Background: an optimization exercise with open tools, aiming at small area, a short achievable clock period and few clock cycles per item. Do not read the settings as production practice. In this exercise RTL edits were held to simulation tests only and were not proved equivalent to the original. No activity file was given, so power comes from the tool's default toggle rates.

==> flow/design.v <==
module ysyx_23060203_LZC (
  input [31:0] x,
  output [5:0] z
);
  wire [15:0] v0;
  wire [15:0] z0;
  wire [7:0] v1;
  wire [15:0] z1;
  wire [3:0] v2;
  wire [11:0] z2;
  wire [1:0] v3;
  wire [7:0] z3;
  genvar i;
  generate
    for (i = 0; i < 16; i = i + 1) begin : g0
      assign v0[i] = x[2*i+1] | x[2*i];
      assign z0[i] = ~x[2*i+1];
    end
    for (i = 0; i < 8; i = i + 1) begin : g1
      assign v1[i] = v0[2*i+1] | v0[2*i];
      assign z1[2*i+1:2*i] = v0[2*i+1] ? {1'b0, z0[2*i+1]} : {1'b1, z0[2*i]};
    end
    for (i = 0; i < 4; i = i + 1) begin : g2
      assign v2[i] = v1[2*i+1] | v1[2*i];
      assign z2[3*i+2:3*i] = v1[2*i+1] ? {1'b0, z1[4*i+3:4*i+2]} : {1'b1, z1[4*i+1:4*i]};
    end
    for (i = 0; i < 2; i = i + 1) begin : g3
      assign v3[i] = v2[2*i+1] | v2[2*i];
      assign z3[4*i+3:4*i] = v2[2*i+1] ? {1'b0, z2[6*i+5:6*i+3]} : {1'b1, z2[6*i+2:6*i]};
    end
  endgenerate
  assign z = v3[1] ? {2'b00, z3[7:4]} : (v3[0] ? {2'b01, z3[3:0]} : 6'd32);
endmodule
module ysyx_23060203_MDU (
  input clock, reset,
  input flush,
  output in_ready,
  input in_valid,
  input [2:0] in_op,  
  input [31:0] in_a, in_b,
  input out_ready,
  output out_valid,
  output [31:0] out_data
);
  localparam S_IDLE = 3'd0, S_PREP = 3'd1, S_TRIP = 3'd2, S_RUN = 3'd3,
             S_DONE = 3'd4;
  reg [2:0] st;
  reg [2:0] op;
  reg [5:0] cnt;
  reg neg;
  reg o_hi, o_lo, o_q, o_r;  
  reg [3:1] dig;  
  reg [33:0] H, T;
  reg [31:0] L, A;
  wire fire = in_valid & in_ready;
  assign in_ready = (st == S_IDLE) | ((st == S_DONE) & out_ready);
  assign out_valid = st == S_DONE;
  wire is_div = op[2];
  wire in_div = in_op[2];
  wire a_signed = in_div ? ~in_op[0] : (in_op[1:0] != 2'd3);
  wire b_signed = in_div ? ~in_op[0] : ~in_op[1];
  wire sa = a_signed & in_a[31];
  wire sb = b_signed & in_b[31];
  wire [31:0] ua = sa ? -in_a : in_a;
  wire [31:0] ub = sb ? -in_b : in_b;
  wire [5:0] za_in, zb_in;
  ysyx_23060203_LZC lza (.x(ua), .z(za_in));
  ysyx_23060203_LZC lzb (.x(ub), .z(zb_in));
  wire bz_in = in_b == 32'd0;
  wire [6:0] k_in = {1'b0, zb_in} - {1'b0, za_in};
  wire neg_in = in_div ? (in_op[1] ? sa : (sa ^ sb) & ~bz_in) : (sa ^ sb);
  wire [5:0] za = H[5:0];
  wire [5:0] zb = H[11:6];
  wire [6:0] k = H[18:12];  
  wire kneg = k[6];
  wire swap = kneg;  
  wire [31:0] mcand = swap ? A : L;
  wire [31:0] mplier = swap ? L : A;
  wire [5:0] zm = swap ? za : zb;
  wire bz = zb[5];
  wire [4:0] sh_amt = is_div ? k[4:0] : {zm[4:1], 1'b0};
  wire [31:0] sh_in = is_div ? A : mplier;
  wire [31:0] sh_out = sh_in << sh_amt;
  wire [5:0] steps = is_div ? ((bz | kneg) ? 6'd0 : {1'b0, k[4:0]} + 6'd1)
                            : (zm[5] ? 6'd0 : 6'd15 - {2'b0, zm[4:1]});
  wire [33:0] m = ({34{dig[1]}} & {2'b00, A}) | ({34{dig[2]}} & {1'b0, A, 1'b0})
                 | ({34{dig[3]}} & T);
  wire [34:0] sum = {3'b000, L} + {1'b0, m} + {34'd0, is_div};
  wire [2:0] cy = sum[34:32];
  wire ge = sum[32];
  wire [33:0] tri_a = {sum[33:32] + {1'b0, A[31]}, sum[31:0]};
  reg [33:0] x0;
  always @* begin
    case (H[33:32])
      2'd0: x0 = 34'd0;
      2'd1: x0 = {2'b00, A};
      2'd2: x0 = {1'b0, A, 1'b0};
      default: x0 = tri_a;
    endcase
  end
  wire [29:0] hinc = H[31:2] + 30'd1;
  reg hc;
  always @* begin
    case (cy[1:0])
      2'd0: hc = 1'b0;
      2'd1: hc = H[1] & H[0];
      2'd2: hc = H[1];
      default: hc = H[1] | H[0];
    endcase
  end
  wire [1:0] hlo = H[1:0] + cy[1:0];
  wire [29:0] hhi = hc ? hinc : H[31:2];
  wire [31:0] plo = {H[1:0], L[31:2]};
  wire [31:0] x = ({32{o_hi}} & H[33:2]) | ({32{o_lo}} & plo)
                | ({32{o_q}} & H[31:0]) | ({32{o_r}} & L);
  wire xc = ~o_hi | (plo == 32'd0);
  wire [31:0] nx = xc ? -x : ~x;  
  always @(posedge clock) begin
    if (reset) begin
      st <= S_IDLE;
    end else if (fire) begin
      st <= S_PREP;
    end else if (flush) begin
      st <= S_IDLE;
    end else begin
      case (st)
        S_PREP: st <= is_div ? ((steps != 6'd0) ? S_RUN : S_DONE)
                             : S_TRIP;
        S_TRIP: st <= (cnt != 6'd0) ? S_RUN : S_DONE;
        S_RUN: if (cnt == 6'd1) st <= S_DONE;
        S_DONE: if (out_ready) st <= S_IDLE;
        default: st <= S_IDLE;
      endcase
    end
  end
  always @(posedge clock) begin
    if (fire) begin
      op <= in_op;
      neg <= neg_in;
      L <= ua;
      A <= ub;
      H[18:0] <= {k_in, zb_in, za_in};
      o_hi <= ~in_op[2] & (in_op[1:0] != 2'd0);
      o_lo <= ~in_op[2] & (in_op[1:0] == 2'd0);
      o_q <= in_op[2] & ~in_op[1];
      o_r <= in_op[2] & in_op[1];
    end else if (st == S_PREP) begin
      cnt <= steps;
      if (is_div) begin
        A <= ~sh_out;
        H <= {34{bz}};
      end else begin
        L <= {mcand[30:0], 1'b0};
        A <= mcand;
        H <= {sh_out, 2'b00};
      end
    end else if (st == S_TRIP) begin
      T <= tri_a;
      H <= {H[31:2], x0[33:30]};
      L <= {x0[29:0], 2'b00};
    end else if (st == S_RUN) begin
      cnt <= cnt - 6'd1;
      if (is_div) begin
        if (ge) L <= sum[31:0];
        A <= {1'b1, A[31:1]};
        H <= {H[32:0], ge};
      end else begin
        L <= {sum[29:0], 2'b00};
        H <= {hhi, hlo, sum[31:30]};
      end
    end
  end
  wire [1:0] dn = (is_div | (st == S_PREP)) ? 2'b01 : H[31:30];
  always @(posedge clock) begin
    dig <= {dn == 2'd3, dn == 2'd2, dn == 2'd1};
  end
  assign out_data = neg ? nx : x;
endmodule
clock: 7.0 ns
lec_check: 0
cap_margin: 20
core_margin: 2
core_utilization: 40
setup_slack_margin: 2.0
slew_margin: 20
run.sh (not shown) runs the stock make flow with config.mk's settings and CLKGATE_MAP_FILE= SYNTH_SCRIPT=/design/flow/synth_recipe.tcl, a recipe that flattens the netlist after the stock synthesis.
The first run completed without violations.
Testbench counts at the start, summed over its fixed seeds: cycles 26,601, ops 3,200.
Next try:
SETUP_SLACK_MARGIN = 3.0   (was 2.0)
The new run completed with no timing, DRC or antenna violations. Register-to-register slack is better by 0.16 ns. Global-route usage grows by 2.5 points. Total power goes up by 14%. Clock-buffer cell count fell by 6.
Next try:
ABC_AREA = 1   (was unset)
What happened: Flip-flop and latch count does not change. Cell area rose by 3.6%. Worst setup slack improves by 0.97 ns. Count of clock-buffer cells in the layout rises by 1. Sequential power went down by 14%. Utilization is about the same. Total power is lower by 5.8%.

ysyx_23060203_MDU, a different RTL version from the one above (not shown whole).
Size: ~3,200 cells after synthesis, ~150 flip-flops, roughly 110 I/O pins, roughly 20,000 µm² of cells after synthesis.
export LEC_CHECK = 0
export ABC_AREA = 1
export CAP_MARGIN = 20
export CORE_MARGIN = 2
export CORE_UTILIZATION = 50
export SETUP_SLACK_MARGIN = 2.5
export SLEW_MARGIN = 20
create_clock -name core_clock -period 7.0 [get_ports {clock}]
The starting point finished clean.
Testbench counts at the start, summed over its fixed seeds: cycles 26,601, ops 3,200.
Change:
CORE_UTILIZATION = 40   (was 50)
SETUP_SLACK_MARGIN = 3.0   (was 2.5)
After rerunning: The new run finished clean. Die area rises by 24%. Total power rises by 7.2%. Design area went up by 7.4%. Sequential power climbs by about 3%. Critical path depth does not change. Synthesized cell count does not change. Cell count went up by 7.0%. Utilization came out lower by 8.5 points. Register-to-register slack improves by 0.45 ns. Setup slack is better by 0.039 ns.
Change:
SETUP_SLACK_MARGIN = 2.5   (was 3.0)
=>
- The new run produced a clean layout
- combinational power went down by 6.2%
- clock-buffer cell count is unchanged
- power shrinks by 4.5%
- synthesized cell count does not change
- cell area drops by 5.2%
- synthesized area is unchanged
- sequential cell count stays the same
- sequential power is about the same
Change:
SETUP_SLACK_MARGIN = 2.0   (was 2.5)
Die area stays the same.
Cell count is lower by about 2%.
Clock power is about the same.

==> separate check: timing with driven ports <==
Ports are ideal in the flow. The routed layouts listed here were re-timed in OpenROAD. Step 1: set_driving_cell puts a clkbuf_16 on clock and a buf_2 on each other input, an assumption about the parent block. Step 2 times the ports against the registers' clock, not the clock port: input delays grow and output delays shrink by t, the midpoint of the rising clock arrivals with the driver on. Slacks: no drivers / after step 1 / after step 2; pairs: no drivers / after step 1.
run	t, ns	setup slack, ns	hold WS [ns]	worst setup path at the end	worst register clock-pin slew, ns
the first run of note 1	0.550	1.601 / 1.608 / 1.057	0.653 / 0.653 / 0.653	input to register	0.07 / 0.07
the second run of note 1	0.536	1.602 / 1.631 / 1.094	0.611 / 0.611 / 0.611	input to register	0.08 / 0.08
the third run of note 1	0.559	2.573 / 2.508 / 2.216	0.494 / 0.494 / 0.494	input to register	0.08 / 0.08
the first run of note 2	0.540	2.387 / 2.324 / 2.128	0.548 / 0.548 / 0.548	input to register	0.08 / 0.08
the second run of note 2	0.542	2.426 / 2.361 / 2.547	0.637 / 0.637 / 0.637	input to register	0.08 / 0.08
the third run of note 2	0.544	2.255 / 2.187 / 2.095	0.637 / 0.637 / 0.637	input to register	0.08 / 0.08
the fourth run of note 2	0.533	2.077 / 2.015 / 2.141	0.637 / 0.637 / 0.637	input to register	0.08 / 0.08
After both steps every run listed still meets setup and hold. The setup slack of the first run of note 1, which loses most, moves by +0.007 ns with the drivers and by -0.544 ns with both steps.
